Background: an optimization exercise with open tools, aiming at small area and a short achievable clock period. Do not read the settings as production practice. Where RTL was checked, it was by simulation tests only, not by an equivalence proof against the original. No functional check of the RTL was part of run 5. No activity file was given, so power comes from the tool's default toggle rates.

## flow/flow/run.sh

```bash
#!/bin/bash
# Standard ORFS layout (the standard.sh) with these changes:
#  - the port buffers are the smallest buffer (buf_1) instead of the one buffer_ports picks;
#  - the full-adder extraction step in synthesis is skipped, so ABC maps the adder logic itself;
#  - ABC sizes cells for a 1 fF load instead of 5 fF (smaller cells; the placer's repair sizes up).
# Each tool's output goes to the logs under orfs/logs; make's output goes to standard.log.
export BUFFER_PORTS_ARGS="-buffer_cell sky130_fd_sc_hd__buf_1"
export ADDER_MAP_FILE=
bash standard.sh ABC_LOAD_IN_FF=1 finish > standard.log 2>&1
```

## flow/constraint.sdc

```tcl
create_clock -name core_clock -period 6.0 [get_ports {clock}]
set_input_delay 1.2000 -clock core_clock [delete_from_list [all_inputs] [get_ports {clock}]]
set_output_delay 1.2000 -clock core_clock [all_outputs]
set_load 0.01 [all_outputs]
```

## flow/standard.sh

```bash
#!/bin/bash
# synth_recipe.tcl (not shown) runs the flow's synth.tcl, then flattens the netlist and writes it again
# the make line also repeats each setting of config.mk as NAME=value (left out here)
make -C /OpenROAD-flow-scripts/flow DESIGN_CONFIG=/design/flow/config.mk WORK_HOME=/design/flow/orfs CLKGATE_MAP_FILE= SYNTH_SCRIPT=/design/flow/synth_recipe.tcl "${@:-finish}"
```

## flow/design.v

```verilog
module Division(
	input         clock,
	input         start,
	input  [31:0] a,
	input  [31:0] b,
	output reg [31:0] q,
	output reg [31:0] r
);
  reg [31:0] bq;
  reg [5:0]  cnt;
  wire        run = ~cnt[5];
  wire [31:0] x   = {r[30:0], q[31]};
  wire [31:0] t;       
  wire ng0, ng1, ng2, ng3, ng4, ng5, ng6, ng7, ng8, ng9, ng10, ng11, ng12, ng13, ng14, ng15, ng16, ng17, ng18, ng19, ng20, ng21, ng22, ng23, ng24, ng25, ng26, ng27, ng28, ng29, ng30, ng31;
  wire np1, np2, np3, np4, np5, np6, np7, np8, np9, np10, np11, np12, np13, np14, np15, np16, np17, np18, np19, np20, np21, np22, np23, np24, np25, np26, np27, np28, np29, np30, np31;
  wire G1_1, G1_3, P1_3, G1_5, P1_5, G1_7, P1_7, G1_9, P1_9, G1_11, P1_11, G1_13;
  wire P1_13, G1_15, P1_15, G1_17, P1_17, G1_19, P1_19, G1_21, P1_21, G1_23, P1_23, G1_25;
  wire P1_25, G1_27, P1_27, G1_29, P1_29, G1_31, P1_31, G2_2, G2_3, G2_6, P2_6, G2_7;
  wire P2_7, G2_10, P2_10, G2_11, P2_11, G2_14, P2_14, G2_15, P2_15, G2_18, P2_18, G2_19;
  wire P2_19, G2_22, P2_22, G2_23, P2_23, G2_26, P2_26, G2_27, P2_27, G2_30, P2_30, G2_31;
  wire P2_31, G3_4, G3_5, G3_6, G3_7, G3_12, P3_12, G3_13, P3_13, G3_14, P3_14, G3_15;
  wire P3_15, G3_20, P3_20, G3_21, P3_21, G3_22, P3_22, G3_23, P3_23, G3_28, P3_28, G3_29;
  wire P3_29, G3_30, P3_30, G3_31, P3_31, G4_8, G4_9, G4_10, G4_11, G4_12, G4_13, G4_14;
  wire G4_15, G4_24, P4_24, G4_25, P4_25, G4_26, P4_26, G4_27, P4_27, G4_28, P4_28, G4_29;
  wire P4_29, G4_30, P4_30, G4_31, P4_31, G5_16, G5_17, G5_18, G5_19, G5_20, G5_21, G5_22;
  wire G5_23, G5_24, G5_25, G5_26, G5_27, G5_28, G5_29, G5_30, G5_31;
  div_pg0 pg0 (.x(x[0]), .b(bq[0]), .ng(ng0), .t(t[0]));
  div_pg  pg1 (.x(x[1]), .b(bq[1]), .ng(ng1), .np(np1), .t(t[1]));
  div_pg  pg2 (.x(x[2]), .b(bq[2]), .ng(ng2), .np(np2), .t(t[2]));
  div_pg  pg3 (.x(x[3]), .b(bq[3]), .ng(ng3), .np(np3), .t(t[3]));
  div_pg  pg4 (.x(x[4]), .b(bq[4]), .ng(ng4), .np(np4), .t(t[4]));
  div_pg  pg5 (.x(x[5]), .b(bq[5]), .ng(ng5), .np(np5), .t(t[5]));
  div_pg  pg6 (.x(x[6]), .b(bq[6]), .ng(ng6), .np(np6), .t(t[6]));
  div_pg  pg7 (.x(x[7]), .b(bq[7]), .ng(ng7), .np(np7), .t(t[7]));
  div_pg  pg8 (.x(x[8]), .b(bq[8]), .ng(ng8), .np(np8), .t(t[8]));
  div_pg  pg9 (.x(x[9]), .b(bq[9]), .ng(ng9), .np(np9), .t(t[9]));
  div_pg  pg10 (.x(x[10]), .b(bq[10]), .ng(ng10), .np(np10), .t(t[10]));
  div_pg  pg11 (.x(x[11]), .b(bq[11]), .ng(ng11), .np(np11), .t(t[11]));
  div_pg  pg12 (.x(x[12]), .b(bq[12]), .ng(ng12), .np(np12), .t(t[12]));
  div_pg  pg13 (.x(x[13]), .b(bq[13]), .ng(ng13), .np(np13), .t(t[13]));
  div_pg  pg14 (.x(x[14]), .b(bq[14]), .ng(ng14), .np(np14), .t(t[14]));
  div_pg  pg15 (.x(x[15]), .b(bq[15]), .ng(ng15), .np(np15), .t(t[15]));
  div_pg  pg16 (.x(x[16]), .b(bq[16]), .ng(ng16), .np(np16), .t(t[16]));
  div_pg  pg17 (.x(x[17]), .b(bq[17]), .ng(ng17), .np(np17), .t(t[17]));
  div_pg  pg18 (.x(x[18]), .b(bq[18]), .ng(ng18), .np(np18), .t(t[18]));
  div_pg  pg19 (.x(x[19]), .b(bq[19]), .ng(ng19), .np(np19), .t(t[19]));
  div_pg  pg20 (.x(x[20]), .b(bq[20]), .ng(ng20), .np(np20), .t(t[20]));
  div_pg  pg21 (.x(x[21]), .b(bq[21]), .ng(ng21), .np(np21), .t(t[21]));
  div_pg  pg22 (.x(x[22]), .b(bq[22]), .ng(ng22), .np(np22), .t(t[22]));
  div_pg  pg23 (.x(x[23]), .b(bq[23]), .ng(ng23), .np(np23), .t(t[23]));
  div_pg  pg24 (.x(x[24]), .b(bq[24]), .ng(ng24), .np(np24), .t(t[24]));
  div_pg  pg25 (.x(x[25]), .b(bq[25]), .ng(ng25), .np(np25), .t(t[25]));
  div_pg  pg26 (.x(x[26]), .b(bq[26]), .ng(ng26), .np(np26), .t(t[26]));
  div_pg  pg27 (.x(x[27]), .b(bq[27]), .ng(ng27), .np(np27), .t(t[27]));
  div_pg  pg28 (.x(x[28]), .b(bq[28]), .ng(ng28), .np(np28), .t(t[28]));
  div_pg  pg29 (.x(x[29]), .b(bq[29]), .ng(ng29), .np(np29), .t(t[29]));
  div_pg  pg30 (.x(x[30]), .b(bq[30]), .ng(ng30), .np(np30), .t(t[30]));
  div_pg  pg31 (.x(x[31]), .b(bq[31]), .ng(ng31), .np(np31), .t(t[31]));
  div_nii n1_1 (.gh(ng1), .ph(np1), .gl(ng0), .go(G1_1));
  div_niip n1_3 (.gh(ng3), .ph(np3), .gl(ng2), .pl(np2), .go(G1_3), .po(P1_3));
  div_niip n1_5 (.gh(ng5), .ph(np5), .gl(ng4), .pl(np4), .go(G1_5), .po(P1_5));
  div_niip n1_7 (.gh(ng7), .ph(np7), .gl(ng6), .pl(np6), .go(G1_7), .po(P1_7));
  div_niip n1_9 (.gh(ng9), .ph(np9), .gl(ng8), .pl(np8), .go(G1_9), .po(P1_9));
  div_niip n1_11 (.gh(ng11), .ph(np11), .gl(ng10), .pl(np10), .go(G1_11), .po(P1_11));
  div_niip n1_13 (.gh(ng13), .ph(np13), .gl(ng12), .pl(np12), .go(G1_13), .po(P1_13));
  div_niip n1_15 (.gh(ng15), .ph(np15), .gl(ng14), .pl(np14), .go(G1_15), .po(P1_15));
  div_niip n1_17 (.gh(ng17), .ph(np17), .gl(ng16), .pl(np16), .go(G1_17), .po(P1_17));
  div_niip n1_19 (.gh(ng19), .ph(np19), .gl(ng18), .pl(np18), .go(G1_19), .po(P1_19));
  div_niip n1_21 (.gh(ng21), .ph(np21), .gl(ng20), .pl(np20), .go(G1_21), .po(P1_21));
  div_niip n1_23 (.gh(ng23), .ph(np23), .gl(ng22), .pl(np22), .go(G1_23), .po(P1_23));
  div_niip n1_25 (.gh(ng25), .ph(np25), .gl(ng24), .pl(np24), .go(G1_25), .po(P1_25));
  div_niip n1_27 (.gh(ng27), .ph(np27), .gl(ng26), .pl(np26), .go(G1_27), .po(P1_27));
  div_niip n1_29 (.gh(ng29), .ph(np29), .gl(ng28), .pl(np28), .go(G1_29), .po(P1_29));
  div_niip n1_31 (.gh(ng31), .ph(np31), .gl(ng30), .pl(np30), .go(G1_31), .po(P1_31));
  div_nit n2_2 (.gh(ng2), .ph(np2), .gl(G1_1), .go(G2_2));
  div_ntt n2_3 (.gh(G1_3), .ph(P1_3), .gl(G1_1), .go(G2_3));
  div_nitp n2_6 (.gh(ng6), .ph(np6), .gl(G1_5), .pl(P1_5), .go(G2_6), .po(P2_6));
  div_nttp n2_7 (.gh(G1_7), .ph(P1_7), .gl(G1_5), .pl(P1_5), .go(G2_7), .po(P2_7));
  div_nitp n2_10 (.gh(ng10), .ph(np10), .gl(G1_9), .pl(P1_9), .go(G2_10), .po(P2_10));
  div_nttp n2_11 (.gh(G1_11), .ph(P1_11), .gl(G1_9), .pl(P1_9), .go(G2_11), .po(P2_11));
  div_nitp n2_14 (.gh(ng14), .ph(np14), .gl(G1_13), .pl(P1_13), .go(G2_14), .po(P2_14));
  div_nttp n2_15 (.gh(G1_15), .ph(P1_15), .gl(G1_13), .pl(P1_13), .go(G2_15), .po(P2_15));
  div_nitp n2_18 (.gh(ng18), .ph(np18), .gl(G1_17), .pl(P1_17), .go(G2_18), .po(P2_18));
  div_nttp n2_19 (.gh(G1_19), .ph(P1_19), .gl(G1_17), .pl(P1_17), .go(G2_19), .po(P2_19));
  div_nitp n2_22 (.gh(ng22), .ph(np22), .gl(G1_21), .pl(P1_21), .go(G2_22), .po(P2_22));
  div_nttp n2_23 (.gh(G1_23), .ph(P1_23), .gl(G1_21), .pl(P1_21), .go(G2_23), .po(P2_23));
  div_nitp n2_26 (.gh(ng26), .ph(np26), .gl(G1_25), .pl(P1_25), .go(G2_26), .po(P2_26));
  div_nttp n2_27 (.gh(G1_27), .ph(P1_27), .gl(G1_25), .pl(P1_25), .go(G2_27), .po(P2_27));
  div_nitp n2_30 (.gh(ng30), .ph(np30), .gl(G1_29), .pl(P1_29), .go(G2_30), .po(P2_30));
  div_nttp n2_31 (.gh(G1_31), .ph(P1_31), .gl(G1_29), .pl(P1_29), .go(G2_31), .po(P2_31));
  div_nii n3_4 (.gh(ng4), .ph(np4), .gl(G2_3), .go(G3_4));
  div_nti n3_5 (.gh(G1_5), .ph(P1_5), .gl(G2_3), .go(G3_5));
  div_nti n3_6 (.gh(G2_6), .ph(P2_6), .gl(G2_3), .go(G3_6));
  div_nii n3_7 (.gh(G2_7), .ph(P2_7), .gl(G2_3), .go(G3_7));
  div_niip n3_12 (.gh(ng12), .ph(np12), .gl(G2_11), .pl(P2_11), .go(G3_12), .po(P3_12));
  div_ntip n3_13 (.gh(G1_13), .ph(P1_13), .gl(G2_11), .pl(P2_11), .go(G3_13), .po(P3_13));
  div_ntip n3_14 (.gh(G2_14), .ph(P2_14), .gl(G2_11), .pl(P2_11), .go(G3_14), .po(P3_14));
  div_niip n3_15 (.gh(G2_15), .ph(P2_15), .gl(G2_11), .pl(P2_11), .go(G3_15), .po(P3_15));
  div_niip n3_20 (.gh(ng20), .ph(np20), .gl(G2_19), .pl(P2_19), .go(G3_20), .po(P3_20));
  div_ntip n3_21 (.gh(G1_21), .ph(P1_21), .gl(G2_19), .pl(P2_19), .go(G3_21), .po(P3_21));
  div_ntip n3_22 (.gh(G2_22), .ph(P2_22), .gl(G2_19), .pl(P2_19), .go(G3_22), .po(P3_22));
  div_niip n3_23 (.gh(G2_23), .ph(P2_23), .gl(G2_19), .pl(P2_19), .go(G3_23), .po(P3_23));
  div_niip n3_28 (.gh(ng28), .ph(np28), .gl(G2_27), .pl(P2_27), .go(G3_28), .po(P3_28));
  div_ntip n3_29 (.gh(G1_29), .ph(P1_29), .gl(G2_27), .pl(P2_27), .go(G3_29), .po(P3_29));
  div_ntip n3_30 (.gh(G2_30), .ph(P2_30), .gl(G2_27), .pl(P2_27), .go(G3_30), .po(P3_30));
  div_niip n3_31 (.gh(G2_31), .ph(P2_31), .gl(G2_27), .pl(P2_27), .go(G3_31), .po(P3_31));
  div_nit n4_8 (.gh(ng8), .ph(np8), .gl(G3_7), .go(G4_8));
  div_ntt n4_9 (.gh(G1_9), .ph(P1_9), .gl(G3_7), .go(G4_9));
  div_ntt n4_10 (.gh(G2_10), .ph(P2_10), .gl(G3_7), .go(G4_10));
  div_nit n4_11 (.gh(G2_11), .ph(P2_11), .gl(G3_7), .go(G4_11));
  div_ntt n4_12 (.gh(G3_12), .ph(P3_12), .gl(G3_7), .go(G4_12));
  div_nit n4_13 (.gh(G3_13), .ph(P3_13), .gl(G3_7), .go(G4_13));
  div_nit n4_14 (.gh(G3_14), .ph(P3_14), .gl(G3_7), .go(G4_14));
  div_ntt n4_15 (.gh(G3_15), .ph(P3_15), .gl(G3_7), .go(G4_15));
  div_nitp n4_24 (.gh(ng24), .ph(np24), .gl(G3_23), .pl(P3_23), .go(G4_24), .po(P4_24));
  div_nttp n4_25 (.gh(G1_25), .ph(P1_25), .gl(G3_23), .pl(P3_23), .go(G4_25), .po(P4_25));
  div_nttp n4_26 (.gh(G2_26), .ph(P2_26), .gl(G3_23), .pl(P3_23), .go(G4_26), .po(P4_26));
  div_nitp n4_27 (.gh(G2_27), .ph(P2_27), .gl(G3_23), .pl(P3_23), .go(G4_27), .po(P4_27));
  div_nttp n4_28 (.gh(G3_28), .ph(P3_28), .gl(G3_23), .pl(P3_23), .go(G4_28), .po(P4_28));
  div_nitp n4_29 (.gh(G3_29), .ph(P3_29), .gl(G3_23), .pl(P3_23), .go(G4_29), .po(P4_29));
  div_nitp n4_30 (.gh(G3_30), .ph(P3_30), .gl(G3_23), .pl(P3_23), .go(G4_30), .po(P4_30));
  div_nttp n4_31 (.gh(G3_31), .ph(P3_31), .gl(G3_23), .pl(P3_23), .go(G4_31), .po(P4_31));
  div_nii n5_16 (.gh(ng16), .ph(np16), .gl(G4_15), .go(G5_16));
  div_nti n5_17 (.gh(G1_17), .ph(P1_17), .gl(G4_15), .go(G5_17));
  div_nti n5_18 (.gh(G2_18), .ph(P2_18), .gl(G4_15), .go(G5_18));
  div_nii n5_19 (.gh(G2_19), .ph(P2_19), .gl(G4_15), .go(G5_19));
  div_nti n5_20 (.gh(G3_20), .ph(P3_20), .gl(G4_15), .go(G5_20));
  div_nii n5_21 (.gh(G3_21), .ph(P3_21), .gl(G4_15), .go(G5_21));
  div_nii n5_22 (.gh(G3_22), .ph(P3_22), .gl(G4_15), .go(G5_22));
  div_nti n5_23 (.gh(G3_23), .ph(P3_23), .gl(G4_15), .go(G5_23));
  div_nti n5_24 (.gh(G4_24), .ph(P4_24), .gl(G4_15), .go(G5_24));
  div_nii n5_25 (.gh(G4_25), .ph(P4_25), .gl(G4_15), .go(G5_25));
  div_nii n5_26 (.gh(G4_26), .ph(P4_26), .gl(G4_15), .go(G5_26));
  div_nti n5_27 (.gh(G4_27), .ph(P4_27), .gl(G4_15), .go(G5_27));
  div_nii n5_28 (.gh(G4_28), .ph(P4_28), .gl(G4_15), .go(G5_28));
  div_nti n5_29 (.gh(G4_29), .ph(P4_29), .gl(G4_15), .go(G5_29));
  div_nti n5_30 (.gh(G4_30), .ph(P4_30), .gl(G4_15), .go(G5_30));
  div_nii n5_31 (.gh(G4_31), .ph(P4_31), .gl(G4_15), .go(G5_31));
  wire [31:0] c;
  assign c[0] = ~ng0;
  assign c[1] = G1_1;
  assign c[2] = G2_2;
  assign c[3] = ~G2_3;
  assign c[4] = G3_4;
  assign c[5] = ~G3_5;
  assign c[6] = ~G3_6;
  assign c[7] = G3_7;
  assign c[8] = G4_8;
  assign c[9] = ~G4_9;
  assign c[10] = ~G4_10;
  assign c[11] = G4_11;
  assign c[12] = ~G4_12;
  assign c[13] = G4_13;
  assign c[14] = G4_14;
  assign c[15] = ~G4_15;
  assign c[16] = G5_16;
  assign c[17] = ~G5_17;
  assign c[18] = ~G5_18;
  assign c[19] = G5_19;
  assign c[20] = ~G5_20;
  assign c[21] = G5_21;
  assign c[22] = G5_22;
  assign c[23] = ~G5_23;
  assign c[24] = ~G5_24;
  assign c[25] = G5_25;
  assign c[26] = G5_26;
  assign c[27] = ~G5_27;
  assign c[28] = G5_28;
  assign c[29] = ~G5_29;
  assign c[30] = ~G5_30;
  assign c[31] = G5_31;
  wire        ge = r[31] | c[31];
  wire [31:0] nd;      
  assign nd[0] = t[0];
  div_xor dx1 (.a(t[1]), .b(ng0), .y(nd[1]));
  div_xorn dx2 (.a(t[2]), .b(G1_1), .y(nd[2]));
  div_xorn dx3 (.a(t[3]), .b(G2_2), .y(nd[3]));
  div_xor dx4 (.a(t[4]), .b(G2_3), .y(nd[4]));
  div_xorn dx5 (.a(t[5]), .b(G3_4), .y(nd[5]));
  div_xor dx6 (.a(t[6]), .b(G3_5), .y(nd[6]));
  div_xor dx7 (.a(t[7]), .b(G3_6), .y(nd[7]));
  div_xorn dx8 (.a(t[8]), .b(G3_7), .y(nd[8]));
  div_xorn dx9 (.a(t[9]), .b(G4_8), .y(nd[9]));
  div_xor dx10 (.a(t[10]), .b(G4_9), .y(nd[10]));
  div_xor dx11 (.a(t[11]), .b(G4_10), .y(nd[11]));
  div_xorn dx12 (.a(t[12]), .b(G4_11), .y(nd[12]));
  div_xor dx13 (.a(t[13]), .b(G4_12), .y(nd[13]));
  div_xorn dx14 (.a(t[14]), .b(G4_13), .y(nd[14]));
  div_xorn dx15 (.a(t[15]), .b(G4_14), .y(nd[15]));
  div_xor dx16 (.a(t[16]), .b(G4_15), .y(nd[16]));
  div_xorn dx17 (.a(t[17]), .b(G5_16), .y(nd[17]));
  div_xor dx18 (.a(t[18]), .b(G5_17), .y(nd[18]));
  div_xor dx19 (.a(t[19]), .b(G5_18), .y(nd[19]));
  div_xorn dx20 (.a(t[20]), .b(G5_19), .y(nd[20]));
  div_xor dx21 (.a(t[21]), .b(G5_20), .y(nd[21]));
  div_xorn dx22 (.a(t[22]), .b(G5_21), .y(nd[22]));
  div_xorn dx23 (.a(t[23]), .b(G5_22), .y(nd[23]));
  div_xor dx24 (.a(t[24]), .b(G5_23), .y(nd[24]));
  div_xor dx25 (.a(t[25]), .b(G5_24), .y(nd[25]));
  div_xorn dx26 (.a(t[26]), .b(G5_25), .y(nd[26]));
  div_xorn dx27 (.a(t[27]), .b(G5_26), .y(nd[27]));
  div_xor dx28 (.a(t[28]), .b(G5_27), .y(nd[28]));
  div_xorn dx29 (.a(t[29]), .b(G5_28), .y(nd[29]));
  div_xor dx30 (.a(t[30]), .b(G5_29), .y(nd[30]));
  div_xor dx31 (.a(t[31]), .b(G5_30), .y(nd[31]));
  wire en   = run & ~start;
  wire hold = ~run & ~start;
  wire gs   = en & ge;
  wire [31:0] rn, qn, ny;
  wire [31:0] qs = {q[30:0], ge};
  genvar i;
  generate
    for (i = 0; i < 32; i = i + 1) begin : sel
      div_sel2n uy (.s0(en), .d0(x[i]), .s1(hold), .d1(r[i]), .y(ny[i]));
      div_mux2i ur (.s(gs), .a1n(nd[i]), .a0n(ny[i]), .y(rn[i]));
      div_sel3  uq (.s0(start), .d0(a[i]), .s1(en), .d1(qs[i]), .s2(hold), .d2(q[i]), .y(qn[i]));
    end
  endgenerate
  always @(posedge clock) begin
    bq  <= b;
    r   <= rn;
    q   <= qn;
    cnt <= start ? 6'd0 : cnt + {5'd0, run};
  end
endmodule
module div_pg(input x, input b, output ng, output np, output t);
  assign ng = ~(x & ~b);
  assign np = ~(x | ~b);
  assign t  = ~(x ^ b);
endmodule
module div_pg0(input x, input b, output ng, output t);
  assign ng = ~(x | ~b);
  assign t  = ~(x ^ b);
endmodule
module div_xor(input a, input b, output y);
  assign y = a ^ b;
endmodule
module div_xorn(input a, input b, output y);
  assign y = ~(a ^ b);
endmodule
module div_sel2n(input s0, input d0, input s1, input d1, output y);
  assign y = ~((s0 & d0) | (s1 & d1));
endmodule
module div_mux2i(input s, input a1n, input a0n, output y);
  assign y = ~(s ? a1n : a0n);
endmodule
module div_sel3(input s0, input d0, input s1, input d1, input s2, input d2, output y);
  assign y = (s0 & d0) | (s1 & d1) | (s2 & d2);
endmodule
module div_ntt(input gh, input ph, input gl, output go);
  assign go = ~(gh | (ph & gl));
endmodule
module div_nttp(input gh, input ph, input gl, input pl, output go, output po);
  assign go = ~(gh | (ph & gl));
  assign po = ~(ph & pl);
endmodule
module div_nti(input gh, input ph, input gl, output go);
  assign go = ~(gh | (ph & ~gl));
endmodule
module div_ntip(input gh, input ph, input gl, input pl, output go, output po);
  assign go = ~(gh | (ph & ~gl));
  assign po = ~(ph & ~pl);
endmodule
module div_nit(input gh, input ph, input gl, output go);
  assign go = ~gh | (~ph & gl);
endmodule
module div_nitp(input gh, input ph, input gl, input pl, output go, output po);
  assign go = ~gh | (~ph & gl);
  assign po = ~ph & pl;
endmodule
module div_nii(input gh, input ph, input gl, output go);
  assign go = ~gh | (~ph & ~gl);
endmodule
module div_niip(input gh, input ph, input gl, input pl, output go, output po);
  assign go = ~gh | (~ph & ~gl);
  assign po = ~ph & ~pl;
endmodule
```

## flow/config.mk

```make
export PLATFORM = sky130hd
export DESIGN_NAME = Division
export DESIGN_NICKNAME = Division
export VERILOG_FILES = /design/flow/design.v
export SDC_FILE = /design/flow/constraint.sdc
export NUM_CORES = 4
export LEC_CHECK = 0
export CAP_MARGIN = 20
export CORE_MARGIN = 2
export CORE_UTILIZATION = 40
export CTS_CLUSTER_DIAMETER = 150
export CTS_CLUSTER_SIZE = 60
export PLACE_DENSITY = 0.6
export SETUP_SLACK_MARGIN = 3.9
export SLEW_MARGIN = 20
export SYNTH_HIERARCHICAL = 1
export SYNTH_MINIMUM_KEEP_SIZE = 0
```

==> results of run 1 <==
cell usage in the layout (no fill, tap or decap), types with 3 or more instances in the layout:
| cell | synthesis | layout |
|---|---|---|
| inv_1 | 65 | 65 |
| dfxtp_4 | 0 | 32 |
| buf_2 | 0 | 20 |
| o21ai_4 | 0 | 3 |
| nand2_1 | 11 | 8 |
| nand2b_1 | 37 | 37 |
| mux2i_1 | 32 | 32 |
| o21ai_1 | 48 | 40 |
| nor2_1 | 26 | 16 |
| buf_4 | 0 | 31 |
| buf_12 | 0 | 5 |
| a22oi_1 | 32 | 32 |
| nor2b_4 | 0 | 8 |
| dfxtp_2 | 0 | 11 |
| xnor2_1 | 49 | 49 |
| a222oi_1 | 32 | 32 |
| a21oi_2 | 0 | 5 |
| nor2_2 | 1 | 9 |
| nor2b_1 | 46 | 22 |
| buf_6 | 0 | 13 |
| nand2_2 | 0 | 3 |
| o21ai_2 | 0 | 5 |
| and2_4 | 0 | 3 |
| dfxtp_1 | 102 | 59 |
| a21oi_1 | 32 | 25 |
| inv_8 | 0 | 3 |
| xor2_1 | 17 | 17 |
| buf_1 | 0 | 67 |
| clkbuf_16 | 0 | 9 |
| nor2b_2 | 0 | 18 |
| clkbuf_2 | 0 | 25 |
registers in the layout (all words and copies together) (netlist names):
signal	count
q	32
r	32
cnt	6
bq	32
final timing paths:
kind / from / cells after the start / to / slack, ps
hold / removal: q[4] / 2 / q[5] / 480
setup / recovery: q[29] / 1 / q[29] / 3920
setup reg to reg: bq[5] / 10 / r[2] / 3980
hold reg to reg: q[4] / 2 / q[5] / 480
stage by stage:
stage | cell area [µm²] | hold slack (ps) | setup slack (ps) | util | power, mW
2_1_floorplan | 4920 | 509 | 3200 | - | 0.838
3_3_place_gp | 5610 | 471 | 2670 | 0.469 | 0.887
3_5_place_dp | 5610 | 481 | 2600 | 0.469 | 0.890
4_1_cts | 6330 | 499 | 3900 | 0.529 | 1.47
5_1_grt | 6770 | 517 | 3840 | 0.566 | 1.53
6_report | 6770 | 478 | 3920 | 0.566 | 1.46
where the power goes:
part / leakage [nW] / internal (mW) / switching (mW)
combinational: 1.72 / 0.0841 / 0.0778
clock: 0.142 / 0.292 / 0.281
sequential: 0.873 / 0.699 / 0.0301
logic make-up after synthesis:
logic type	Yosys count
compound gates	145
xor+xnor	66
buf+inv	65
flops	102
mux	33
simple gates	127
cell type report:
cell class,count,area (µm²),area share
Clock buffer,9,225,0.0333
Sequential cell,102,2180,0.321
Tap cell,147,184,0.0272
Multi-Input combinational cell,375,2880,0.425
Inverter,65,244,0.0360
Clock inverter,7,63.8,0.00942
Timing Repair Buffer,163,1000,0.148
modules after synthesis, one instance, submodules excluded, excerpt:
module     cells  area, µm²
div_ntt        1       5.00
div_nttp       2       8.76
div_niip       2       8.76
div_nit        2       8.76
div_xor        1       8.76
div_pg         3       21.3
Division     123       2190
div_ntip       3       15.0
div_nti        2       8.76
div_mux2i      1       10.0
div_nii        1       5.00
div_sel3       2       13.8
div_xorn       1       8.76
per-layer routing:
layer / vias up / share of wire
met2: 100 / 0.51
li1: 2246 / -
met4: 0 / 0.015
met1: 2188 / 0.42
met5: - / 0
met3: 17 / 0.056
repair_timing:
| action | CTS | global route |
|---|---|---|
| endpoints found under the setup margin | 102 | 94 |
| pin swaps | 7 | 8 |
| setup buffers | 12 | 19 |
| resized for setup | 111 | 113 |
| gates cloned | 5 | 0 |
==> impl_results.md, run 1 <==
- Status: timing/DRC/antenna clean
- Main combinational cell family by area after synthesis: compound AO/OA/AOI/OAI gates
- HPWL Detailed: 7.81 mm
- Area Growth Syn to Fin: 38.6%
- Relative slew slack: 0.633
- Total track usage: 0.188
- Final slew viol count: 0
- Initial Util: 0.408
- Grt met2 use: 0.335
- Synth top area share: 0.418
- Synth Net Count: 604
- Max VDD drop: 0.000157 V
- CTS tree: yes
- Worst skew pair latency: 350 ps
- Share of cells above drive strength 1: 0.298
- Hold Violations, Final: 0
- Grt total ovfl: 0
- Synth area leaders: dfxtp_1 42%, xnor2_1 8.8%, a222oi_1 6.6%, mux2i_1 6.6%, nor2b_1 5.9%
- Asr flop ratio synth: 0
- RSZ-0062 raised after global routing: true
- Post-Layout Cell Count: 868
- Worst Max-Slew Pin Slew: 548 ps
- Routed wire length: 12.8 mm
- Most used routing layer: met2
- Die area: 13,100 µm²
- Clk sink count: 102
- Seq/Total Area, Yosys: 0.418
- Max clock buf depth: 2
- Number of synthesized flops with an enable pin: 0
- Mapped Avg Cell Area: 9.08 µm²
- WP buf/inv: 1
- Syn Inst Count: 538
- Top post-synthesis cells by count: 102 x dfxtp_1, 65 x inv_1, 49 x xnor2_1
- Critical Path RT: 4800 ps
- Post-synthesis mux area share: 0.0679
- Most common cell in the netlist: dfxtp_1
- YS warnings: 7
- XOR/XNOR share of the synthesized area: 0.118
- Clock-pin transition on the worst setup and hold timing paths: 70 ps
- Vias per inst: 5.24
- CTS HTree Levels: 3
- Fin crit share: 0.346
- # diodes: 0
- Critical Path AT: 880 ps
- PortBufs: 129
- Critical path, cell by cell: buf_1
- Via count: 4,551
- Drt initial violations: 278
- Top-level port count: 130
- Slowest CP cell: dfxtp_1
- Crit end category: output port
- First-pass GRT wire length: 19.7 mm
- Worst Skew: 8.75 ps
- Startpoint Class: flip-flop
- CP max stage delay: 360 ps
- Hold_buf cts: 0
- Crit path time final: 2080 ps
- Simple-gate share of the synthesized area: 0.148
- Largest net degree at the start of global routing: 43
- Routed WL per cell: 14.7 µm
- PD cells: 216 nW/µm²
- Vias in the first global route: 4,230
- Final ANT Viol Nets: 0
- Fill cells: 1,086
- Detailed-route DRC error count: 0
- Setup TNS: 0 ps
- #FFs+latches synth: 102
- Area of the mapped netlist: 4880 µm²
- Distinct cells, synth: 22
- GR Util met1: 0.218
- Final setup viols: 0
- Drt pass-1 iters: 6
- GPL Wtd Cong: 0.808
- Clock buffer count from CTS: 9
- GR Util met3: 0.0535
- Die X: 115 µm
- Critical-path maximum fanout: 3
- MaxCap Viol Count: 0
- Kind of critical path: reg -> out
- Num rows: 40
- P_leak: 2.73 nW
- Total core area: 12,000 µm²
- Adder-cell area share of the yosys netlist: 0
- Die height: 115 µm
- Final nets: 782
- Hold crit path type: reg -> reg
- Compound-Gate Fraction of Synth Area: 0.198
- Top delay family on crit path: flip-flops
- Root Buffer: clkbuf_16
- Fmax: 482 MHz
- Antenna violations before repair: 0
- Top_reg_cell synth: dfxtp_1
- Dpl cells: 816
- Area leader, netlist: dfxtp_1
==> run 2, diff against run 1 <==
--- a/flow/config.mk
+++ b/flow/config.mk
@@ -8,10 +8,9 @@
 export CAP_MARGIN = 20
 export CORE_MARGIN = 2
 export CORE_UTILIZATION = 40
-export CTS_CLUSTER_DIAMETER = 150
-export CTS_CLUSTER_SIZE = 60
+export CTS_BUF_LIST = sky130_fd_sc_hd__clkbuf_8
 export PLACE_DENSITY = 0.6
-export SETUP_SLACK_MARGIN = 3.9
+export SETUP_SLACK_MARGIN = 3.8
 export SLEW_MARGIN = 20
 export SYNTH_HIERARCHICAL = 1
 export SYNTH_MINIMUM_KEEP_SIZE = 0
==> impl_results.md, run 2 <==
- Status: timing/DRC/antenna clean (unchanged)
- HPWL Detailed: 7.81 mm (unchanged)
- CTS tree: yes (unchanged)
- Critical-path maximum fanout: 6 (was 3)
- CTS HTree Levels: 3 (unchanged)
- Slowest CP cell: dfxtp_2 (was dfxtp_1)
- Largest net degree at the start of global routing: 65 (was 43)
- Initial Util: 0.408 (unchanged)
- Hold path depth: 2 (unchanged)
- YS warnings: 7 (unchanged)
- Die height: 115 µm (unchanged)
- Dpl cells: 816 (unchanged)
- Top-level port count: 130 (unchanged)
- Hold endpoint: q[13] (was q[5])
- FF-to-FF Start: bq[1] (was bq[5])
- RSZ-0062 raised after global routing: true (unchanged)
- Setup WS post-layout: 3840 ps (was 3920 ps)
- Post-Layout Cell Count: 851 (was 868)
- Fmax: 464 MHz (was 482 MHz)
- MaxCap Viol Count: 0 (unchanged)
- Kind of critical path: reg -> out (unchanged)
- Detailed-route DRC error count: 0 (unchanged)
- Antenna violations before repair: 0 (unchanged)
- Flop-to-flop setup slack: 3880 ps (was 3980 ps)
- Drt initial violations: 295 (was 278)
- Final setup viols: 0 (unchanged)
- Area leader, netlist: dfxtp_1 (unchanged)
- Synth area leaders: dfxtp_1 42%, xnor2_1 8.8%, a222oi_1 6.6%, mux2i_1 6.6%, nor2b_1 5.9% (unchanged)
- Reg-to-Reg End: r[6] (was r[2])
- Routed WL per cell: 14.3 µm (was 14.7 µm)
- Hold Violations, Final: 0 (unchanged)
- Crit path time final: 2160 ps (was 2080 ps)
- Clock buffer count from CTS: 9 (unchanged)
- Worst Max-Slew Pin Slew: 528 ps (was 548 ps)
- GPL Wtd Cong: 0.808 (unchanged)
- Synth top area share: 0.418 (unchanged)
- Area Growth Syn to Fin: 27.1% (was 38.6%)
- Synth Net Count: 604 (unchanged)
- Registers with the most flip-flops: bq: 32 flops, q: 32 flops, r: 32 flops (unchanged)
- Hold path startpoint: q[12] (was q[4])
- Max clock buf depth: 2 (unchanged)
- Share of cells above drive strength 1: 0.169 (was 0.298)
- Distinct cells, synth: 22 (unchanged)
- Critical Path RT: 4800 ps (about the same)
- Reg2Reg Depth: 10 (unchanged)
- Via count: 4,478 (was 4,551)
- Setup TNS: 0 ps (unchanged)
- Die area: 13,100 µm² (unchanged)
- # diodes: 0 (unchanged)
- Num rows: 40 (unchanged)
- Asr flop ratio synth: 0 (unchanged)
- Startpoint Class: flip-flop (unchanged)
- Root Buffer: clkbuf_8 (was clkbuf_16)
- Hold_buf cts: 0 (unchanged)
- Critical path, cell by cell: buf_1 (unchanged)
- Number of synthesized flops with an enable pin: 0 (unchanged)
- WP buf/inv: 1 (unchanged)
- Place WS: 2600 ps (unchanged)
- Total core area: 12,000 µm² (unchanged)
- First-pass GRT wire length: 19.3 mm (was 19.7 mm)
- Critical Path AT: 960 ps (was 880 ps)
- Most common cell after layout, fill and taps aside: buf_1 (unchanged)
- Max VDD drop: 0.000129 V (was 0.000157 V)
- Grt total ovfl: 0 (unchanged)
- Drt pass-1 iters: 9 (was 6)
- #FFs+latches synth: 102 (unchanged)
- Most common cell in the netlist: dfxtp_1 (unchanged)
- Die X: 115 µm (unchanged)
- Total track usage: 0.183 (was 0.188)
- Fin crit share: 0.359 (was 0.346)
- Hold crit path type: reg -> reg (unchanged)
- PortBufs: 129 (unchanged)
- Syn Inst Count: 538 (unchanged)
- Worst Skew: 10.0 ps (was 8.75 ps)
- PD cells: 210 nW/µm² (was 216 nW/µm²)
- Routed wire length: 12.2 mm (was 12.8 mm)
- Final slew viol count: 0 (unchanged)
- Clk sink count: 102 (unchanged)
- Fill cells: 1,164 (was 1,086)
- Final core occ: 0.519 (was 0.566)
- Seq/Total Area, Yosys: 0.418 (unchanged)
- Top delay family on crit path: flip-flops (unchanged)
- P_leak: 2.34 nW (was 2.73 nW)
- Commonest cells after routing, fill and taps aside: 117 x buf_1, 67 x dfxtp_1, 65 x inv_1 (was 67 x buf_1, 65 x inv_1, 59 x dfxtp_1)
- Vias per inst: 5.26 (was 5.24)
- Worst skew pair latency: 380 ps (was 350 ps)
- Final nets: 765 (was 782)
- Top_reg_cell synth: dfxtp_1 (unchanged)
- CP max stage delay: 420 ps (was 360 ps)
- Final ANT Viol Nets: 0 (unchanged)
- Crit end category: output port (unchanged)
- Vias in the first global route: 4,192 (was 4,230)
- Mapped Avg Cell Area: 9.08 µm² (unchanged)
- Relative slew slack: 0.646 (was 0.633)
- Area of the mapped netlist: 4880 µm² (unchanged)
- Top post-synthesis cells by count: 102 x dfxtp_1, 65 x inv_1, 49 x xnor2_1 (unchanged)
- Clock-pin transition on the worst setup and hold timing paths: 110 ps (was 70 ps)
-- run 2: worst max-delay path by stage --
stage	endpoint	cells past startpoint	slack (ps)	startpoint
global placement	r[25]	5	2670	start
finish	r[24]	1	3840	r[24]
detailed placement	r[8]	5	2600	start
global route	r[15]	10	3730	bq[10]
floorplan	r[0]	3	3200	start
CTS	r[29]	10	3800	bq[21]
-- run 2: cells by family (layout without fill, tap and decap cells) --
kind of cell           Yosys count  in the layout  share of synthesized area
XOR/XNOR                        66             66                      0.118
buffers and inverters           65            227                     0.0499
AND/OR/NAND/NOR                127            131                      0.148
AO/OA/AOI/OAI                  145            145                      0.198
multiplexers                    33             33                     0.0679
flip-flops                     102            102                      0.418
-- run 2: final cells by class --
cell class | count | area, µm² | area share
well taps | 147 | 184 | 0.0296
flip-flops and latches | 102 | 2120 | 0.341
clock inverters | 7 | 63.8 | 0.0103
repair buffers | 146 | 684 | 0.110
clock buffers | 9 | 124 | 0.0200
inverters | 65 | 244 | 0.0393
multi-input cells | 375 | 2790 | 0.449
-- run 2: through the flow --
step           cell area (µm²)  power, mW  hold WS, ps
4_1_cts                   6030       1.33          507
5_1_grt                   6210       1.37          529
6_report                  6210       1.31          501
3_3_place_gp              5610      0.887          471
3_5_place_dp              5610      0.890          481
2_1_floorplan             4920      0.838          509
-- run 2: layer usage --
layer	vias to the layer above	track usage	part of all wire
li1	2216	-	-
met1	2139	0.217	0.43
met2	108	0.318	0.50
met3	15	0.0535	0.056
met4	0	0.0553	0.014
met5	-	0	0
-- run 2: repair_timing --
| item | in CTS | in global routing |
|---|---|---|
| endpoints found under the setup margin | 97 | 62 |
| cloned | 4 | 1 |
| resized for setup | 55 | 44 |
| pin swaps | 6 | 6 |
| setup buffers | 8 | 6 |
-- run 2: Yosys stat by module (local to each module, per instance), a selection --
module     area [µm²]  times used
Division         2190           1
div_nii          5.00          11
div_niip         8.76          21
div_nit          8.76           5
div_ntip         15.0           6
div_sel2n        7.51          32
div_xor          8.76          16
div_xorn         8.76          15
-- run 2: where the power goes --
group          total, mW  switching, mW  internal (mW)
Sequential         0.736         0.0297          0.707
Clock              0.425          0.264          0.161
Combinational      0.145         0.0747         0.0701
==> run 3, diff against run 2 <==
--- a/flow/config.mk
+++ b/flow/config.mk
@@ -8,7 +8,6 @@
 export CAP_MARGIN = 20
 export CORE_MARGIN = 2
 export CORE_UTILIZATION = 40
-export CTS_BUF_LIST = sky130_fd_sc_hd__clkbuf_8
 export PLACE_DENSITY = 0.6
 export SETUP_SLACK_MARGIN = 3.8
 export SLEW_MARGIN = 20
==> impl_results.md, run 3 <==
- Status: timing/DRC/antenna clean (unchanged)
- Top_reg_cell synth: dfxtp_1 (unchanged)
- First-pass GRT wire length: 19.5 mm (was 19.3 mm)
- Final slew viol count: 0 (unchanged)
- Compound-Gate Fraction of Synth Area: 0.198 (unchanged)
- Seq/Total Area, Yosys: 0.418 (unchanged)
- Clock buffer count from CTS: 9 (unchanged)
- Critical path, cell by cell: buf_1 (unchanged)
- Vias per inst: 5.26 (about the same)
- Most common cell after layout, fill and taps aside: buf_1 (unchanged)
- Antenna violations before repair: 0 (unchanged)
- Top delay family on crit path: flip-flops (unchanged)
- Share of cells above drive strength 1: 0.161 (was 0.169)
- Drt initial violations: 281 (was 295)
- Reg-to-Reg End: r[14] (was r[6])
- Simple-gate share of the synthesized area: 0.148 (unchanged)
- WP buf/inv: 1 (unchanged)
- Detailed-route DRC error count: 0 (unchanged)
- Asr flop ratio synth: 0 (unchanged)
- Critical-path maximum fanout: 6 (unchanged)
- Post-synthesis mux area share: 0.0679 (unchanged)
- Top-level port count: 130 (unchanged)
- Num rows: 40 (unchanged)
- Relative slew slack: 0.634 (was 0.646)
- Area Growth Syn to Fin: 29.0% (was 27.1%)
- Crit path time final: 2140 ps (was 2160 ps)
- Hold path startpoint: q[15] (was q[12])
- MaxCap Viol Count: 0 (unchanged)
- Area of the mapped netlist: 4880 µm² (unchanged)
- Max clock buf depth: 2 (unchanged)
- Hold endpoint: q[16] (was q[13])
- Syn Inst Count: 538 (unchanged)
- Fill cells: 1,161 (was 1,164)
- Flop-to-flop setup slack: 3940 ps (was 3880 ps)
- Grt total ovfl: 0 (unchanged)
- YS warnings: 7 (unchanged)
- Total track usage: 0.186 (was 0.183)
- Top post-synthesis cells by count: 102 x dfxtp_1, 65 x inv_1, 49 x xnor2_1 (unchanged)
- Reg2Reg Depth: 10 (unchanged)
- #FFs+latches synth: 102 (unchanged)
- FF-to-FF Start: bq[0] (was bq[1])
- Vias in the first global route: 4,219 (was 4,192)
- PortBufs: 129 (unchanged)
- Largest net degree at the start of global routing: 65 (unchanged)
- Routed WL per cell: 14.5 µm (was 14.3 µm)
- Critical Path AT: 940 ps (was 960 ps)
- Critical Path RT: 4800 ps (about the same)
- Mapped Avg Cell Area: 9.08 µm² (unchanged)
- Most common cell in the netlist: dfxtp_1 (unchanged)
- Number of synthesized flops with an enable pin: 0 (unchanged)
- Clk sink count: 102 (unchanged)
- Hold crit path type: reg -> reg (unchanged)
- Die X: 115 µm (unchanged)
- Hold_buf cts: 0 (unchanged)
- Setup TNS: 0 ps (unchanged)
- Synth area leaders: dfxtp_1 42%, xnor2_1 8.8%, a222oi_1 6.6%, mux2i_1 6.6%, nor2b_1 5.9% (unchanged)
- # diodes: 0 (unchanged)
- P_leak: 2.37 nW (was 2.34 nW)
- Synth top area share: 0.418 (unchanged)
- Final ANT Viol Nets: 0 (unchanged)
- Main combinational cell family by area after synthesis: compound AO/OA/AOI/OAI gates (unchanged)
- Slowest CP cell: dfxtp_2 (unchanged)
- Hold path depth: 2 (unchanged)
- Die height: 115 µm (unchanged)
- Kind of critical path: reg -> out (unchanged)
- Worst Max-Slew Pin Slew: 546 ps (was 528 ps)
- PD cells: 232 nW/µm² (was 210 nW/µm²)
- Drt pass-1 iters: 5 (was 9)
- GPL Wtd Cong: 0.808 (unchanged)
- Routed wire length: 12.3 mm (was 12.2 mm)
- Worst Skew: 8.93 ps (was 10.0 ps)
- CP max stage delay: 400 ps (was 420 ps)
- CTS HTree Levels: 3 (unchanged)
- WHS: 497 ps (was 501 ps)
- Crit end category: output port (unchanged)
- Fin crit share: 0.357 (was 0.359)
- CTS tree: yes (unchanged)
- HPWL Detailed: 7.81 mm (unchanged)
- Final nets: 767 (was 765)
- Commonest cells after routing, fill and taps aside: 124 x buf_1, 70 x dfxtp_1, 65 x inv_1 (was 117 x buf_1, 67 x dfxtp_1, 65 x inv_1)
- Via count: 4,484 (was 4,478)
- Worst skew pair latency: 350 ps (was 380 ps)
- XOR/XNOR share of the synthesized area: 0.118 (unchanged)
- Total core area: 12,000 µm² (unchanged)
- Fmax: 466 MHz (was 464 MHz)
- Die area: 13,100 µm² (unchanged)
- Final setup viols: 0 (unchanged)
- Adder-cell area share of the yosys netlist: 0 (unchanged)
- Area leader, netlist: dfxtp_1 (unchanged)
- RSZ-0062 raised after global routing: true (unchanged)
- Startpoint Class: flip-flop (unchanged)
- Registers with the most flip-flops: bq: 32 flops, q: 32 flops, r: 32 flops (unchanged)
- Synth Net Count: 604 (unchanged)
- Root Buffer: clkbuf_16 (was clkbuf_8)
- Clock-pin transition on the worst setup and hold timing paths: 80 ps (was 110 ps)
- Initial Util: 0.408 (unchanged)
- Max VDD drop: 0.000153 V (was 0.000129 V)
- Hold Violations, Final: 0 (unchanged)
- Distinct cells, synth: 22 (unchanged)
[run 3: cell types whose count changed in the layout (fill, tap and decap cells not counted), sizes merged]
| cell | before | now |
|---|---|---|
| clkbuf | 17 | 12 |
| buf | 138 | 145 |
[run 3: report_power, final]
group | total [mW] | switching (mW) | internal (mW)
clock | 0.574 | 0.282 | 0.292
sequential | 0.741 | 0.0299 | 0.711
combinational | 0.146 | 0.0748 | 0.0711
total | 1.46 | 0.387 | 1.07
[run 3: worst register-to-register path, stage by stage (launching register included)]
cell	delay, ps
dfxtp_1	360
nor2b_4	180
o21ai_2	110
a21oi_4	240
o21ai_4	100
a21oi_4	160
o21ai_1	90
or2_4	280
and2_4	180
buf_12	140
mux2i_1	110
[run 3: worst max-delay path by stage]
stage,start,to,slack [ps],depth (start not counted)
floorplan,start,r[0],3200,3
detailed placement,start,r[8],2600,5
global placement,start,r[25],2670,5
global route,r[7],r[6],3780,9
finish,r[17],r[17],3860,1
CTS,r[19],r[18],3800,9
[run 3: logic make-up after synthesis]
logic type,count (synthesis)
multiplexers,33
AO/OA/AOI/OAI,145
AND/OR/NAND/NOR,127
buffers and inverters,65
XOR/XNOR,66
flip-flops,102
[run 3: cell type report]
cell class	instances	area, µm²	share of cell area
clock buffer	9	225	0.0357
clock inverter	7	63.8	0.0101
inverter	65	244	0.0387
multi-input combinational	375	2790	0.443
sequential	102	2080	0.330
tap	147	184	0.0292
timing repair buffer	148	707	0.112
[run 3: modules after synthesis, one instance, submodules excluded]
module,times used,cells
div_niip,21,2
div_sel2n,32,1
div_ntip,6,3
div_xor,16,1
div_nttp,11,2
div_nti,10,2
div_nit,5,2
div_pg,31,3
Division,1,123
div_nii,11,1
div_sel3,32,2
div_nitp,11,3
div_pg0,1,2
div_mux2i,32,1
div_ntt,5,1
div_xorn,15,1
[run 3: timing repair]
action	CTS	global route
buffers inserted	8	8
pin swaps	5	5
gates cloned	4	1
setup endpoints to repair	79	68
gates resized for setup	35	45
[run 3: through the flow]
step                setup WS, ps  std cells  cell area (µm²)  power (mW)   util
finish                      3860        853             6300        1.46  0.527
floorplan                   3200        538             4920       0.838      -
global route                3780        853             6300        1.53  0.527
CTS                         3800        844             6130        1.47  0.512
detailed placement          2600        816             5610       0.890  0.469
global placement            2670        816             5610       0.887  0.469
[run 3: metal layers]
metal,global-route usage,part of all wire,vias to the layer above
met3,0.0540,0.064,15
li1,-,-,2217
met4,0.0545,0.013,0
met1,0.218,0.42,2136
met2,0.327,0.50,116
met5,0,0,-
==> run 4, diff against run 3 <==
--- a/flow/config.mk
+++ b/flow/config.mk
@@ -7,8 +7,8 @@
 export LEC_CHECK = 0
 export CAP_MARGIN = 20
 export CORE_MARGIN = 2
-export CORE_UTILIZATION = 40
-export PLACE_DENSITY = 0.6
+export CORE_UTILIZATION = 60
+export PLACE_DENSITY = 0.75
 export SETUP_SLACK_MARGIN = 3.8
 export SLEW_MARGIN = 20
 export SYNTH_HIERARCHICAL = 1
==> impl_results.md, run 4 <==
- Status: timing/DRC/antenna clean (unchanged)
- Grt total ovfl: 0 (unchanged)
- Root Buffer: clkbuf_8 (was clkbuf_16)
- Antenna violations before repair: 0 (unchanged)
- Critical Path AT: 970 ps (was 940 ps)
- Number of synthesized flops with an enable pin: 0 (unchanged)
- Registers with the most flip-flops: bq: 32 flops, q: 32 flops, r: 32 flops (unchanged)
- Detailed-route DRC error count: 0 (unchanged)
- CTS HTree Levels: 3 (unchanged)
- GR Util met3: 0.0522 (was 0.0540)
- YS warnings: 7 (unchanged)
- Drt pass-1 iters: 9 (was 5)
- Fill cells: 552 (was 1,161)
- Final core occ: 0.797 (was 0.527)
- #FFs+latches synth: 102 (unchanged)
- Worst Skew: 8.59 ps (was 8.93 ps)
- Asr flop ratio synth: 0 (unchanged)
- Final ANT Viol Nets: 0 (unchanged)
- MaxCap Viol Count: 0 (unchanged)
- Share of cells above drive strength 1: 0.179 (was 0.161)
- Commonest cells after routing, fill and taps aside: 127 x buf_1, 65 x inv_1, 65 x dfxtp_1 (was 124 x buf_1, 70 x dfxtp_1, 65 x inv_1)
- Vias in the first global route: 4,228 (was 4,219)
- Num rows: 32 (was 40)
- Synth Net Count: 604 (unchanged)
- WP buf/inv: 1 (unchanged)
- Final slew viol count: 0 (unchanged)
- PortBufs: 129 (unchanged)
- Hold crit path type: reg -> reg (unchanged)
- Post-Layout Cell Count: 811 (was 853)
- Vias per inst: 5.53 (was 5.26)
- Hold Violations, Final: 0 (unchanged)
- CTS tree: yes (unchanged)
- Fmax: 460 MHz (was 466 MHz)
- Via count: 4,488 (was 4,484)
- Hold_buf cts: 0 (unchanged)
- Flop-to-flop setup slack: 3880 ps (was 3940 ps)
- Reg2Reg Depth: 10 (unchanged)
- Relative slew slack: 0.477 (was 0.634)
- CP max stage delay: 440 ps (was 400 ps)
- Reg-to-Reg End: r[20] (was r[14])
- P_leak: 2.36 nW (was 2.37 nW)
- Clock-pin transition on the worst setup and hold timing paths: 100 ps (was 80 ps)
- Synth area leaders: dfxtp_1 42%, xnor2_1 8.8%, a222oi_1 6.6%, mux2i_1 6.6%, nor2b_1 5.9% (unchanged)
- Critical-path maximum fanout: 6 (unchanged)
- First-pass GRT wire length: 19.4 mm (was 19.5 mm)
- Distinct cells, synth: 22 (unchanged)
- Final nets: 770 (was 767)
- Routed WL per cell: 15.1 µm (was 14.5 µm)
- Clk sink count: 102 (unchanged)
- Slowest CP cell: dfxtp_2 (unchanged)
- Max clock buf depth: 2 (unchanged)
- Final setup viols: 0 (unchanged)
- Top_reg_cell synth: dfxtp_1 (unchanged)
- RSZ-0062 raised after global routing: true (unchanged)
- Initial Util: 0.626 (was 0.408)
- Max VDD drop: 0.000130 V (was 0.000153 V)
- Most common cell after layout, fill and taps aside: buf_1 (unchanged)
- Top-level port count: 130 (unchanged)
- Multi-input combinational cell area: 2840 µm² (was 2790 µm²)
- Syn Inst Count: 538 (unchanged)
- Total power: 1.37 mW (was 1.46 mW)
- Hold endpoint: q[16] (unchanged)
- Hold path startpoint: q[15] (unchanged)
- Seq/Total Area, Yosys: 0.418 (unchanged)
- Crit path time final: 2170 ps (was 2140 ps)
- Top post-synthesis cells by count: 102 x dfxtp_1, 65 x inv_1, 49 x xnor2_1 (unchanged)
- Design Area, Final: 6220 µm² (was 6300 µm²)
- Grt met2 use: 0.474 (was 0.327)
- Top delay family on crit path: flip-flops (unchanged)
- Synth top area share: 0.418 (unchanged)
- Setup TNS: 0 ps (unchanged)
- Hold path depth: 2 (unchanged)
- HPWL Detailed: 7.68 mm (was 7.81 mm)
- Drt initial violations: 305 (was 281)
- Crit end category: output port (unchanged)
- Dpl cells: 772 (was 816)
- Kind of critical path: reg -> out (unchanged)
- Fin crit share: 0.362 (was 0.357)
- Most common cell in the netlist: dfxtp_1 (unchanged)
- Critical path, cell by cell: buf_1 (unchanged)
- Startpoint Class: flip-flop (unchanged)
- Mapped Avg Cell Area: 9.08 µm² (unchanged)
- PD cells: 221 nW/µm² (was 232 nW/µm²)
- Total track usage: 0.275 (was 0.186)
- Die X: 94.2 µm (was 115 µm)
- Largest net degree at the start of global routing: 43 (was 65)
- Register area: 2090 µm² (was 2080 µm²)
- Worst skew pair latency: 360 ps (was 350 ps)
- Clock buffer count from CTS: 9 (unchanged)
- FF-to-FF Start: bq[3] (was bq[0])
- Total core area: 7810 µm² (was 12,000 µm²)
- GPL Wtd Cong: 0.777 (was 0.808)
- Routed wire length: 12.2 mm (was 12.3 mm)
- DP Area: 5560 µm² (was 5610 µm²)
- Area of the mapped netlist: 4880 µm² (unchanged)
- Critical Path RT: 4800 ps (about the same)
- Die area: 8880 µm² (was 13,100 µm²)
- Worst Max-Slew Pin Slew: 781 ps (was 546 ps)
- Die height: 94.2 µm (was 115 µm)
- GR Util met1: 0.342 (was 0.218)
- Most used routing layer: met2 (unchanged)
- Area Growth Syn to Fin: 27.3% (was 29.0%)
- # diodes: 0 (unchanged)
- Area leader, netlist: dfxtp_1 (unchanged)
## run 4: cell counts after synthesis
No cell type changed its count.
## run 4: area by class of cell
type / instances / area share
clock buffer: 11 / 0.0227
clock inverter: 5 / 0.0133
inverter: 65 / 0.0392
multi-input combinational: 374 / 0.456
sequential: 102 / 0.336
tap: 102 / 0.0205
timing repair buffer: 152 / 0.113
## run 4: worst max-delay path by stage
| stage | startpoint | end | depth (start not counted) |
|---|---|---|---|
| after floorplan | start | r[0] | 3 |
| after global placement | start | r[27] | 5 |
| after detailed placement | start | r[22] | 5 |
| after CTS | r[28] | r[28] | 1 |
| after global routing | bq[18] | r[20] | 10 |
| final | r[13] | r[13] | 1 |
## run 4: cell families after synthesis
| group | count (synthesis) | share of synthesized area |
|---|---|---|
| DFF | 102 | 0.418 |
| xor gates and xnor gates | 66 | 0.118 |
| buffers and inverters | 65 | 0.0499 |
| and+or+nand+nor | 127 | 0.148 |
| muxes | 33 | 0.0679 |
| AOI/OAI and AO/OA | 145 | 0.198 |
## run 4: Yosys stat by module, one instance, submodules excluded, excerpt
module	cells	times used	flip-flops and latches	area, µm²
div_nti	2	10	0	8.76
div_xor	1	16	0	8.76
div_niip	2	21	0	8.76
div_nitp	3	11	0	15.0
div_sel2n	1	32	0	7.51
div_ntip	3	6	0	15.0
div_nii	1	11	0	5.00
## run 4: routing by layer
metal | share of wire | wire length, µm | up-vias
met1 | 0.42 | 5190 | 2113
met5 | 0 | 0 | -
met3 | 0.057 | 700 | 22
met4 | 0.021 | 256 | 0
li1 | - | - | 2212
met2 | 0.50 | 6080 | 141
## run 4: where the power goes
| group | total (mW) | switching [mW] | internal, mW | leakage, nW |
|---|---|---|---|---|
| clock network | 0.481 | 0.234 | 0.247 | 0.102 |
| logic | 0.149 | 0.0774 | 0.0720 | 1.40 |
| registers | 0.742 | 0.0308 | 0.712 | 0.862 |
| total | 1.37 | 0.343 | 1.03 | 2.36 |
## run 4: timing repair
action,in CTS,in global routing
pin swaps,7,8
setup endpoints to repair,86,73
gates resized for setup,38,57
setup buffers,14,6
gates cloned,3,0
## run 4: tightest hold or removal path: cells and delay by family, from the launching register on
| kind | cells | cell delay (ps) |
|---|---|---|
| DFF | 1 | 360 |
| buffers and inverters | 1 | 50 |
| AOI/OAI and AO/OA | 1 | 70 |
## run 4: per-stage QoR
step	setup WS [ps]	hold slack (ps)
3_3_place_gp	2880	468
2_1_floorplan	3200	509
5_1_grt	3750	534
4_1_cts	3800	502
6_report	3830	502
3_5_place_dp	2830	478
==> run 5, diff against run 4 <==
--- a/flow/design.v
+++ b/flow/design.v
@@ -205,14 +205,15 @@
   div_xor dx31 (.a(t[31]), .b(G5_30), .y(nd[31]));
   wire en   = run & ~start;
   wire hold = ~run & ~start;
-  wire gs   = en & ge;
+  wire ngs;             
   wire [31:0] rn, qn, ny;
   wire [31:0] qs = {q[30:0], ge};
+  div_gsel ugs (.r31(r[31]), .g(c[31]), .en(en), .ngs(ngs));
   genvar i;
   generate
     for (i = 0; i < 32; i = i + 1) begin : sel
       div_sel2n uy (.s0(en), .d0(x[i]), .s1(hold), .d1(r[i]), .y(ny[i]));
-      div_mux2i ur (.s(gs), .a1n(nd[i]), .a0n(ny[i]), .y(rn[i]));
+      div_mux2i ur (.s(ngs), .a1n(ny[i]), .a0n(nd[i]), .y(rn[i]));
       div_sel3  uq (.s0(start), .d0(a[i]), .s1(en), .d1(qs[i]), .s2(hold), .d2(q[i]), .y(qn[i]));
     end
   endgenerate
@@ -241,6 +242,9 @@
 module div_sel2n(input s0, input d0, input s1, input d1, output y);
   assign y = ~((s0 & d0) | (s1 & d1));
 endmodule
+module div_gsel(input r31, input g, input en, output ngs);
+  assign ngs = ~(en & (r31 | g));
+endmodule
 module div_mux2i(input s, input a1n, input a0n, output y);
   assign y = ~(s ? a1n : a0n);
 endmodule
--- a/flow/config.mk
+++ b/flow/config.mk
@@ -7,8 +7,8 @@
 export LEC_CHECK = 0
 export CAP_MARGIN = 20
 export CORE_MARGIN = 2
-export CORE_UTILIZATION = 60
-export PLACE_DENSITY = 0.75
+export CORE_UTILIZATION = 40
+export PLACE_DENSITY = 0.6
 export SETUP_SLACK_MARGIN = 3.8
 export SLEW_MARGIN = 20
 export SYNTH_HIERARCHICAL = 1
==> impl_results.md, run 5 <==
- Top post-synthesis cells by count: 102 x dfxtp_1, 65 x inv_1, 49 x o21ai_1, 49 x xnor2_1, 46 x nor2b_1 (was 102 x dfxtp_1, 65 x inv_1, 49 x xnor2_1)
- Final ANT Viol Nets: 0 (unchanged)
- YS warnings: 7 (unchanged)
- Synth area leaders: dfxtp_1 42%, xnor2_1 8.8%, a222oi_1 6.6%, mux2i_1 6.6%, nor2b_1 5.9% (unchanged)
- Crit path depth: 1 (unchanged)
- Vias per inst: 5.21 (was 5.53)
- Most common cell after layout, fill and taps aside: buf_1 (unchanged)
- P_leak: 2.68 nW (was 2.36 nW)
- Dpl cells: 817 (was 772)
- CTS tree: yes (unchanged)
- PortBufs: 129 (unchanged)
- Hold Violations, Final: 0 (unchanged)
- Sw frac: 0.264 (was 0.250)
- Fill cells: 1,117 (was 552)
- Hold crit path type: reg -> reg (unchanged)
- Critical Path RT: 4800 ps (about the same)
- Synth Net Count: 604 (unchanged)
- Routed wire length: 12.5 mm (was 12.2 mm)
- Total track usage: 0.181 (was 0.275)
- # diodes: 0 (unchanged)
- Drt pass-1 iters: 8 (was 9)
- Die X: 114 µm (was 94.2 µm)
- Num rows: 40 (was 32)
- Fmax: 464 MHz (was 460 MHz)
- Relative slew slack: 0.712 (was 0.477)
- Post-Layout Cell Count: 858 (was 811)
- MaxCap Viol Count: 0 (unchanged)
- Vias in the first global route: 3,996 (was 4,228)
- Grt total ovfl: 0 (unchanged)
- Antenna violations before repair: 0 (unchanged)
- WHS: 498 ps (was 502 ps)
- Hold_buf cts: 0 (unchanged)
- Final setup viols: 0 (unchanged)
- Mapped Avg Cell Area: 9.08 µm² (about the same)
- RSZ-0062 raised after global routing: true (unchanged)
- Design Area, Final: 6390 µm² (was 6220 µm²)
- Most common cell in the netlist: dfxtp_1 (unchanged)
- CP max stage delay: 420 ps (was 440 ps)
- Number of synthesized flops with an enable pin: 0 (unchanged)
- Largest net degree at the start of global routing: 58 (was 43)
- Die height: 114 µm (was 94.2 µm)
- Via count: 4,470 (was 4,488)
- Synth top area share: 0.418 (about the same)
- Top_reg_cell synth: dfxtp_1 (unchanged)
- Crit end category: output port (unchanged)
- Final slew viol count: 0 (unchanged)
- Drt initial violations: 360 (was 305)
- Startpoint Class: flip-flop (unchanged)
- Power share of the combinational group: 0.098 (was 0.109)
- Root Buffer: clkbuf_16 (was clkbuf_8)
- CTS HTree Levels: 3 (unchanged)
- First-pass GRT wire length: 18.7 mm (was 19.4 mm)
- Max clock buf depth: 2 (unchanged)
- Share of cells above drive strength 1: 0.172 (was 0.179)
- Clock buffer count from CTS: 9 (unchanged)
- Registers with the most flip-flops: bq: 32 flops, q: 32 flops, r: 32 flops (unchanged)
- DP Area: 5630 µm² (was 5560 µm²)
- Critical path, cell by cell: buf_1 (unchanged)
- #FFs+latches synth: 102 (unchanged)
- Kind of critical path: reg -> out (unchanged)
- Asr flop ratio synth: 0 (unchanged)
- Cell-internal power: 1.09 mW (was 1.03 mW)
- Place WS: 2640 ps (was 2830 ps)
- PD cells: 231 nW/µm² (was 221 nW/µm²)
- Seq/Total Area, Yosys: 0.418 (about the same)
- Area Growth Syn to Fin: 30.8% (was 27.3%)
- Distinct cells, synth: 21 (was 22)
- Worst skew pair latency: 360 ps (about the same)
- Top-level port count: 130 (unchanged)
- Commonest cells after routing, fill and taps aside: 125 x buf_1, 65 x inv_1, 65 x dfxtp_1 (was 127 x buf_1, 65 x inv_1, 65 x dfxtp_1)
- Syn Inst Count: 538 (unchanged)
- Clk sink count: 102 (unchanged)
- Fin crit share: 0.359 (was 0.362)
- Final nets: 772 (was 770)
- Setup WS post-layout: 3840 ps (was 3830 ps)
- Total core area: 12,000 µm² (was 7810 µm²)
- Clock-pin transition on the worst setup and hold timing paths: 70 ps (was 100 ps)
- Reg2Reg Depth: 10 (unchanged)
- Setup TNS: 0 ps (unchanged)
- Clock share of power: 0.399 (was 0.350)
- Top delay family on crit path: flip-flops (unchanged)
- Sequential power share: 0.503 (was 0.541)
- GPL Wtd Cong: 0.795 (was 0.777)
- Initial Util: 0.408 (was 0.626)
- Crit path time final: 2160 ps (was 2170 ps)
- Psw: 0.389 mW (was 0.343 mW)
- Routed WL per cell: 14.6 µm (was 15.1 µm)
- Slowest CP cell: dfxtp_1 (was dfxtp_2)
- Worst Max-Slew Pin Slew: 431 ps (was 781 ps)
- HPWL Detailed: 7.96 mm (was 7.68 mm)
- Die area: 13,100 µm² (was 8880 µm²)
- Critical Path AT: 960 ps (was 970 ps)
- Area leader, netlist: dfxtp_1 (unchanged)
- Worst Skew: 7.54 ps (was 8.59 ps)
- Area of the mapped netlist: 4880 µm² (about the same)
- Max VDD drop: 0.000174 V (was 0.000130 V)
- Critical-path maximum fanout: 4 (was 6)
- Status: timing/DRC/antenna clean (unchanged)
- WP buf/inv: 1 (unchanged)
- Detailed-route DRC error count: 0 (unchanged)
- Hold path depth: 2 (unchanged)
==> run 5: cell count changes after synthesis <==
cell / delta
and2_0: -1
o21ai_1: +1
==> run 5: stage by stage <==
stage | utilization | total power, mW
5_1_grt | 0.534 | 1.55
3_5_place_dp | 0.471 | 0.892
3_3_place_gp | 0.471 | 0.888
2_1_floorplan | - | 0.839
4_1_cts | 0.506 | 1.49
6_report | 0.534 | 1.48
==> run 5: power groups by stage <==
stage	Clock (mW)	Combinational, mW	Sequential [mW]
after floorplan	0	0.0787	0.760
after global placement	0	0.132	0.755
after detailed placement	0	0.135	0.756
after CTS	0.607	0.140	0.741
after global routing	0.637	0.161	0.747
final	0.589	0.145	0.743
==> run 5: cell families (layout without fill, tap and decap cells) <==
family | count (synthesis) | in the layout | synth area share
AO/OA/AOI/OAI | 146 | 146 | 0.199
XOR/XNOR | 66 | 66 | 0.118
buffers and inverters | 65 | 237 | 0.0500
flip-flops | 102 | 102 | 0.418
multiplexers | 33 | 33 | 0.0679
AND/OR/NAND/NOR | 126 | 127 | 0.146
==> run 5: worst paths after layout <==
kind | from | end | slack (ps)
hold / removal | q[30] | q[31] | 500
hold reg to reg | q[30] | q[31] | 500
setup / recovery | r[31] | r[31] | 3840
setup reg to reg | bq[17] | r[12] | 3880
==> run 5: what timing repair did <==
item,CTS,global route
setup endpoints to repair,83,81
setup buffers,6,15
gates cloned,1,3
resized for setup,32,55
pin swaps,4,15
hold endpoints to repair,0,0
==> run 5: layout make-up <==
cell class              count  area [µm²]  share of cell area
clock buffers              10         239              0.0374
clock inverters             6        60.1             0.00940
inverters                  65         244              0.0382
multi-input cells         372        2790               0.436
flip-flops and latches    102        2090               0.327
well taps                 147         184              0.0288
repair buffers            156         786               0.123
==> run 5: per-module statistics from Yosys, one instance, submodules excluded, excerpt <==
module / flops+latches / area [µm²] / times used
div_nttp: 0 / 8.76 / 11
div_ntt: 0 / 5.00 / 5
div_sel3: 0 / 13.8 / 32
div_xor: 0 / 8.76 / 16
div_niip: 0 / 8.76 / 21
div_ntip: 0 / 15.0 / 6
div_nitp: 0 / 15.0 / 11
div_pg: 0 / 21.3 / 31
div_nit: 0 / 8.76 / 5
div_sel2n: 0 / 7.51 / 32
div_pg0: 0 / 15.0 / 1
div_mux2i: 0 / 10.0 / 32
Division: 102 / 2180 / 1
div_nii: 0 / 5.00 / 11
div_xorn: 0 / 8.76 / 15
==> run 5: worst reg2reg max path, cell delays in order (launching register included) <==
cell,delay [ps]
dfxtp_1,350
nor2b_1,210
o21ai_2,130
a21oi_4,240
o21ai_4,110
a21oi_2,200
o21ai_4,90
o21ai_4,180
buf_12,150
buf_6,170
mux2i_1,210
==> run 5: metal layers <==
metal,GRT usage,vias up,share of wire
met3,0.0667,18,0.068
li1,-,2223,-
met5,0,-,0
met4,0.0642,0,0.019
met2,0.301,131,0.48
met1,0.214,2098,0.43

==> re-timing with driven ports <==
In the flow no input, the clock included, has a driving cell. The finished layouts below were timed again as built, in two steps.
Step 1: set_driving_cell puts a clkbuf_16 on clock and a buf_2 on each other input, an assumption about the parent block.
Step 2 also shifts input and output timing later by t, the mid clock arrival at the registers, as if the neighbouring blocks saw the same clock.
Slacks: no drivers / after step 1 / after step 2; pairs: no drivers / after step 1.
| run | t (ns) | setup WS [ns] | worst hold slack (ns) | worst setup path at the end | latest minus earliest clock arrival (ns) |
|---|---|---|---|---|---|
| run 1 | 0.386 | 3.923 / 3.885 / 3.600 | 0.478 / 0.478 / 0.478 | input to register | 0.009 / 0.009 |
| run 2 | 0.407 | 3.844 / 3.810 / 3.518 | 0.501 / 0.501 / 0.501 | input to register | 0.010 / 0.011 |
| run 3 | 0.387 | 3.856 / 3.818 / 3.629 | 0.497 / 0.497 / 0.497 | input to register | 0.009 / 0.009 |
| run 4 | 0.395 | 3.827 / 3.790 / 3.498 | 0.502 / 0.502 / 0.502 | input to register | 0.008 / 0.008 |
| run 5 | 0.394 | 3.843 / 3.802 / 3.544 | 0.498 / 0.498 / 0.498 | input to register | 0.007 / 0.008 |
After both steps every run listed still meets setup and hold. For run 4, which loses most, drivers alone change the setup slack by -0.037 ns; drivers and shift together by -0.329 ns.
